What follows belongs to an exercise in optimizing a design on an open flow for small area and a short achievable clock period; a production flow would make more cautious choices.
In this exercise RTL edits were held to simulation tests only and were not proved equivalent to the original.
Power figures rest on the tool's default switching activity, not on a simulated workload.

Design arbiter, start of the top module:
module arbiter
  #(
    parameter NUM_REQ = 64
  ) (
    input clk,
    input rst,
    input [NUM_REQ-1:0] req,
    output reg [NUM_REQ-1:0] grant
  );
export LEC_CHECK = 0
export CAP_MARGIN = 20
export CORE_MARGIN = 2
export CORE_UTILIZATION = 40
export SLEW_MARGIN = 20
create_clock -name core_clock -period 50.0 [get_ports {clk}]
standard.sh (not shown) runs the stock make flow with config.mk's settings and CLKGATE_MAP_FILE= SYNTH_SCRIPT=/design/flow/synth_recipe.tcl, a recipe that flattens the netlist after the stock synthesis.
==> flow/flow/run.sh <==
#!/bin/bash
# Own layout flow: the standard ORFS flow, with two changes:
#  - synthesis maps the logic with an area-oriented ABC script (flow/area.abc)
#    instead of ORFS's speed/area scripts; everything else in synthesis is the
#    standard script (synth_recipe.tcl), so registers keep their names and cells;
#  - port buffers use the smallest buffer, sky130_fd_sc_hd__buf_1.
# Each step's output goes to a log file in the work folder.
set -euo pipefail
here=$(pwd)
flowdir=$here/flow
# synthesis script: synth_recipe.tcl with the abc call pointed at our script
{
  echo "proc abc {args} {"
  echo "  set i [lsearch -exact \$args -script]"
  echo "  if {\$i >= 0} { set args [lreplace \$args \$i [expr {\$i+1}] -script $flowdir/area.abc] }"
  echo "  set i [lsearch -exact \$args -D]"
  echo "  if {\$i >= 0} { set args [lreplace \$args \$i [expr {\$i+1}]] }"
  echo "  yosys abc {*}\$args"
  echo "}"
  cat "$here/synth_recipe.tcl"
} > "$here/own_synth.tcl"
sed "s#SYNTH_SCRIPT=[^ ]*#SYNTH_SCRIPT=$here/own_synth.tcl#" "$here/standard.sh" > "$here/own_standard.sh"
export BUFFER_PORTS_ARGS="-buffer_cell sky130_fd_sc_hd__buf_1"
bash "$here/own_standard.sh" synth > "$here/synth.log" 2>&1
bash "$here/own_standard.sh" floorplan > "$here/floorplan.log" 2>&1
bash "$here/own_standard.sh" place > "$here/place.log" 2>&1
bash "$here/own_standard.sh" cts > "$here/cts.log" 2>&1
bash "$here/own_standard.sh" route > "$here/route.log" 2>&1
bash "$here/own_standard.sh" finish > "$here/finish.log" 2>&1
==> flow/flow/area.abc <==
strash
dc2
&get -n
&dch -f
&nf -R 1000
&put
The baseline passed the timing, design-rule and antenna checks.
==> next run, changes <==
==> flow/run.sh (new file) <==
#!/bin/bash
# synth_recipe.tcl (not shown) runs the flow's synth.tcl, then flattens the netlist and writes it again
# the make line also repeats each setting of config.mk as NAME=value (left out here)
make -C /OpenROAD-flow-scripts/flow DESIGN_CONFIG=/design/flow/config.mk WORK_HOME=/design/flow/orfs CLKGATE_MAP_FILE= SYNTH_SCRIPT=/design/flow/synth_recipe.tcl finish
Settings changed: ABC_AREA from default to 1.
removed: flow/flow/run.sh
removed: flow/flow/area.abc
removed: flow/standard.sh
- count of clock-buffer cells in the layout does not change
- non-clock buffer count is lower by 1
- via count went up by a quarter to a third
- global-route usage decreases by 1.3 points
- design area increases by well over a third
- clock power rose by a few percent
- hold slack is better by 0.037 ns
- final cell count climbs by well over a third
- die area goes up by well over a third
- total power rises by well over a third
- setup slack gains 1.9 ns
==> next run, changes <==
==> flow/flow/run.sh (new file) <==
#!/bin/bash
# Own layout flow: the standard ORFS flow, with two changes:
#  - synthesis maps the logic with an area-oriented ABC script (flow/area.abc)
#    instead of ORFS's speed/area scripts; everything else in synthesis is the
#    standard script (synth_recipe.tcl), so registers keep their names and cells;
#  - port buffers use the smallest buffer, sky130_fd_sc_hd__buf_1.
# Each step's output goes to a log file in the work folder.
set -euo pipefail
here=$(pwd)
flowdir=$here/flow
# synthesis script: synth_recipe.tcl with the abc call pointed at our script
{
  echo "proc abc {args} {"
  echo "  set i [lsearch -exact \$args -script]"
  echo "  if {\$i >= 0} { set args [lreplace \$args \$i [expr {\$i+1}] -script $flowdir/area.abc] }"
  echo "  set i [lsearch -exact \$args -D]"
  echo "  if {\$i >= 0} { set args [lreplace \$args \$i [expr {\$i+1}]] }"
  echo "  yosys abc {*}\$args"
  echo "}"
  cat "$here/synth_recipe.tcl"
} > "$here/own_synth.tcl"
sed "s#SYNTH_SCRIPT=[^ ]*#SYNTH_SCRIPT=$here/own_synth.tcl#" "$here/standard.sh" > "$here/own_standard.sh"
export BUFFER_PORTS_ARGS="-buffer_cell sky130_fd_sc_hd__buf_1"
bash "$here/own_standard.sh" synth > "$here/synth.log" 2>&1
bash "$here/own_standard.sh" floorplan > "$here/floorplan.log" 2>&1
bash "$here/own_standard.sh" place > "$here/place.log" 2>&1
bash "$here/own_standard.sh" cts > "$here/cts.log" 2>&1
bash "$here/own_standard.sh" route > "$here/route.log" 2>&1
bash "$here/own_standard.sh" finish > "$here/finish.log" 2>&1
==> flow/flow/area.abc (new file) <==
strash
&get -n
&st
&dch -f
&nf -R 1000
&put
==> flow/standard.sh (new file) <==
#!/bin/bash
# synth_recipe.tcl (not shown) runs the flow's synth.tcl, then flattens the netlist and writes it again
# the make line also repeats each setting of config.mk as NAME=value (left out here)
make -C /OpenROAD-flow-scripts/flow DESIGN_CONFIG=/design/flow/config.mk WORK_HOME=/design/flow/orfs CLKGATE_MAP_FILE= SYNTH_SCRIPT=/design/flow/synth_recipe.tcl "${@:-finish}"
Settings changed: ABC_AREA 1 to default.
removed: flow/run.sh
=> Critical path depth came out lower by 7. Total power came out lower by a quarter to a third. Final area came out lower by well over a third. Die area came out lower by a quarter to a third. Area after synthesis came out lower by a quarter to a third. Final cell count came out lower by well over a third. Worst setup slack loses 1.5 ns.

========
## v42
Another version of the RTL of arbiter (not shown whole).
Size in the first run: roughly 6 flip-flops.
==> flow/config.mk <==
export PLATFORM = sky130hd
export DESIGN_NAME = arbiter
export DESIGN_NICKNAME = arbiter
export VERILOG_FILES = /design/flow/design.v
export SDC_FILE = /design/flow/constraint.sdc
export NUM_CORES = 4
export LEC_CHECK = 0
export CAP_MARGIN = 20
export CORE_MARGIN = 2
export CORE_UTILIZATION = 40
export CTS_BUF_LIST = sky130_fd_sc_hd__clkbuf_1
export SLEW_MARGIN = 20
==> flow/constraint.sdc <==
create_clock -name core_clock -period 50.0 [get_ports {clk}]
set_input_delay 10.0000 -clock core_clock [delete_from_list [all_inputs] [get_ports {clk}]]
set_output_delay 10.0000 -clock core_clock [all_outputs]
set_load 0.01 [all_outputs]
==> flow/flow/run.sh <==
#!/bin/bash
# Own layout flow: the standard ORFS flow, with two changes:
#  - synthesis maps the logic with an area-oriented ABC script (flow/area.abc)
#    instead of ORFS's speed/area scripts; everything else in synthesis is the
#    standard script (synth_recipe.tcl), so registers keep their names and cells;
#  - port buffers use the smallest buffer, sky130_fd_sc_hd__buf_1.
# Each step's output goes to a log file in the work folder.
set -euo pipefail
here=$(pwd)
flowdir=$here/flow
# synthesis script: synth_recipe.tcl with the abc call pointed at our script
{
  echo "proc abc {args} {"
  echo "  set i [lsearch -exact \$args -script]"
  echo "  if {\$i >= 0} { set args [lreplace \$args \$i [expr {\$i+1}] -script $flowdir/area.abc] }"
  echo "  set i [lsearch -exact \$args -D]"
  echo "  if {\$i >= 0} { set args [lreplace \$args \$i [expr {\$i+1}]] }"
  echo "  yosys abc {*}\$args"
  echo "}"
  cat "$here/synth_recipe.tcl"
} > "$here/own_synth.tcl"
sed "s#SYNTH_SCRIPT=[^ ]*#SYNTH_SCRIPT=$here/own_synth.tcl#" "$here/standard.sh" > "$here/own_standard.sh"
export BUFFER_PORTS_ARGS="-buffer_cell sky130_fd_sc_hd__buf_1"
bash "$here/own_standard.sh" synth > "$here/synth.log" 2>&1
bash "$here/own_standard.sh" floorplan > "$here/floorplan.log" 2>&1
bash "$here/own_standard.sh" place > "$here/place.log" 2>&1
bash "$here/own_standard.sh" cts > "$here/cts.log" 2>&1
bash "$here/own_standard.sh" route > "$here/route.log" 2>&1
bash "$here/own_standard.sh" finish > "$here/finish.log" 2>&1
==> flow/flow/area.abc <==
strash
&get -n
&st
&dch -f
&nf -R 1000
&put
Both conditions hold for v42: the flow ran to the end and the final layout passed the timing, design-rule and antenna checks.
What v17 does differently from v42 at the input level:
# v42
export LEC_CHECK = 0
export CAP_MARGIN = 20
export CORE_MARGIN = 2
export CORE_UTILIZATION = 40
export CTS_BUF_LIST = sky130_fd_sc_hd__clkbuf_1
export SLEW_MARGIN = 20
create_clock -name core_clock -period 50.0 [get_ports {clk}]
# v17
export LEC_CHECK = 0
export CAP_MARGIN = 20
export CORE_MARGIN = 2
export CORE_UTILIZATION = 40
export SLEW_MARGIN = 20
create_clock -name core_clock -period 50.0 [get_ports {clk}]
==> flow/flow/area.abc <==
&get -n
&st
&dch
&nf
&st
&syn2
&if -g -K 6
&synch2
&nf
&st
&syn2
&if -g -K 6
&synch2
&nf
&put
- Placed wire-length estimate after detailed placement delta for v17 relative to v42: about 90% higher
- Sort v42 and v17 by post-synthesis sequential area ratio, ascending, and v17 comes first.
- Summary — setup slack, v17 relative to v42: higher, by 0.26 ns.
- For the flip-flop and latch power, v17 came in about 30% lower than v42 did.
The inputs of v33 differ from those of v17 as listed below.
# v17
export LEC_CHECK = 0
export CAP_MARGIN = 20
export CORE_MARGIN = 2
export CORE_UTILIZATION = 40
export SLEW_MARGIN = 20
create_clock -name core_clock -period 50.0 [get_ports {clk}]
# v33
export LEC_CHECK = 0
export CAP_MARGIN = 20
export CORE_MARGIN = 2
export CORE_UTILIZATION = 40
export CTS_BUF_LIST = sky130_fd_sc_hd__clkbuf_1
export SLEW_MARGIN = 85
create_clock -name core_clock -period 50.0 [get_ports {clk}]
==> flow/flow/area.abc <==
strash
&get -n
&st
&dch -f
&nf -R 1000
&put
### Flow results
- v33 did not make it past 3_5_place_dp, where a tool error ended it.
- Count of input and output buffers came out exactly the same in v33 and v17.
- [v33] final estimated routing congestion in global placement fell about 8% relative to v17
- Summary of v33 over v17: count of different cell masters after synthesis shrank by about 50%, synthesized cell count now sits lower, count of standard-cell rows decreased by 6 relative to the old numbers, compound-cell area share of the yosys netlist shrank by 15 points, synthesized area fell by 36%.
For v45, these inputs were changed with respect to v33:
# v33
export LEC_CHECK = 0
export CAP_MARGIN = 20
export CORE_MARGIN = 2
export CORE_UTILIZATION = 40
export CTS_BUF_LIST = sky130_fd_sc_hd__clkbuf_1
export SLEW_MARGIN = 85
create_clock -name core_clock -period 50.0 [get_ports {clk}]
# v45
export LEC_CHECK = 0
export CAP_MARGIN = 20
export CORE_MARGIN = 2
export CORE_UTILIZATION = 40
export SLEW_MARGIN = 20
create_clock -name core_clock -period 50.0 [get_ports {clk}]
==> flow/flow/area.abc <==
&get -n
&st
&syn2
&if -g -K 6
&synch2
&nf -R 1000
&put
Notes after the runs:
Relative to v33, the die extent in x measured on v45 has increased by more than 10%.
[v45 vs v33] area fraction in compound gates after synthesis: higher in v45
Synthesized cell count (v45 / v33): 1.4
v45 ran to completion and came out clean on the timing, design-rule and antenna checks.
v33: it failed during 3_5_place_dp, and the tool reported DPL-0038.
Between v45 and v33, it is v45 whose height of the chip is higher, by 9.1 microns.
Between v33 and v45, the starting density of the core is higher for v45.
Post-synthesis cell area on v45 is behind v33.
v45: number of distinct library cells after synthesis is about 50% higher than what v33 reported.

-- port drivers added, routing unchanged --
No port has a modelled driver above. Below, the same layouts with a new extraction and two added sets of constraints. Step 1: set_driving_cell puts a clkbuf_16 on clk and a buf_2 on each other input, an assumption about the parent block. Step 2 adds t to the input delays and takes it off the output delays; t is the mean of the earliest and latest rising clock arrival at the registers after step 1. Input paths then give back, and output paths get back, about the clock's delay inside the block. Three values: no drivers, after step 1, after step 2; two values: the first two.
run | t, ns | slack for setup (ns) | worst register clock-pin slew, ns
the first run of note 1 | 0.246 | 23.852 / 23.831 / 23.831 | 0.04 / 0.04
the second run of note 1 | 0.247 | 25.775 / 25.734 / 25.734 | 0.04 / 0.04
the third run of note 1 | 0.237 | 24.293 / 24.271 / 24.271 | 0.04 / 0.04
v42 | 0.254 | 25.388 / 25.365 / 25.365 | 0.10 / 0.10
v17 | 0.236 | 25.651 / 25.630 / 25.630 | 0.03 / 0.03
v45 | 0.253 | 25.560 / 25.537 / 25.537 | 0.04 / 0.04
After both steps every run listed still meets setup and hold. For the second run of note 1, which loses most, drivers alone change the setup slack by -0.041 ns; drivers and shift together by -0.041 ns.
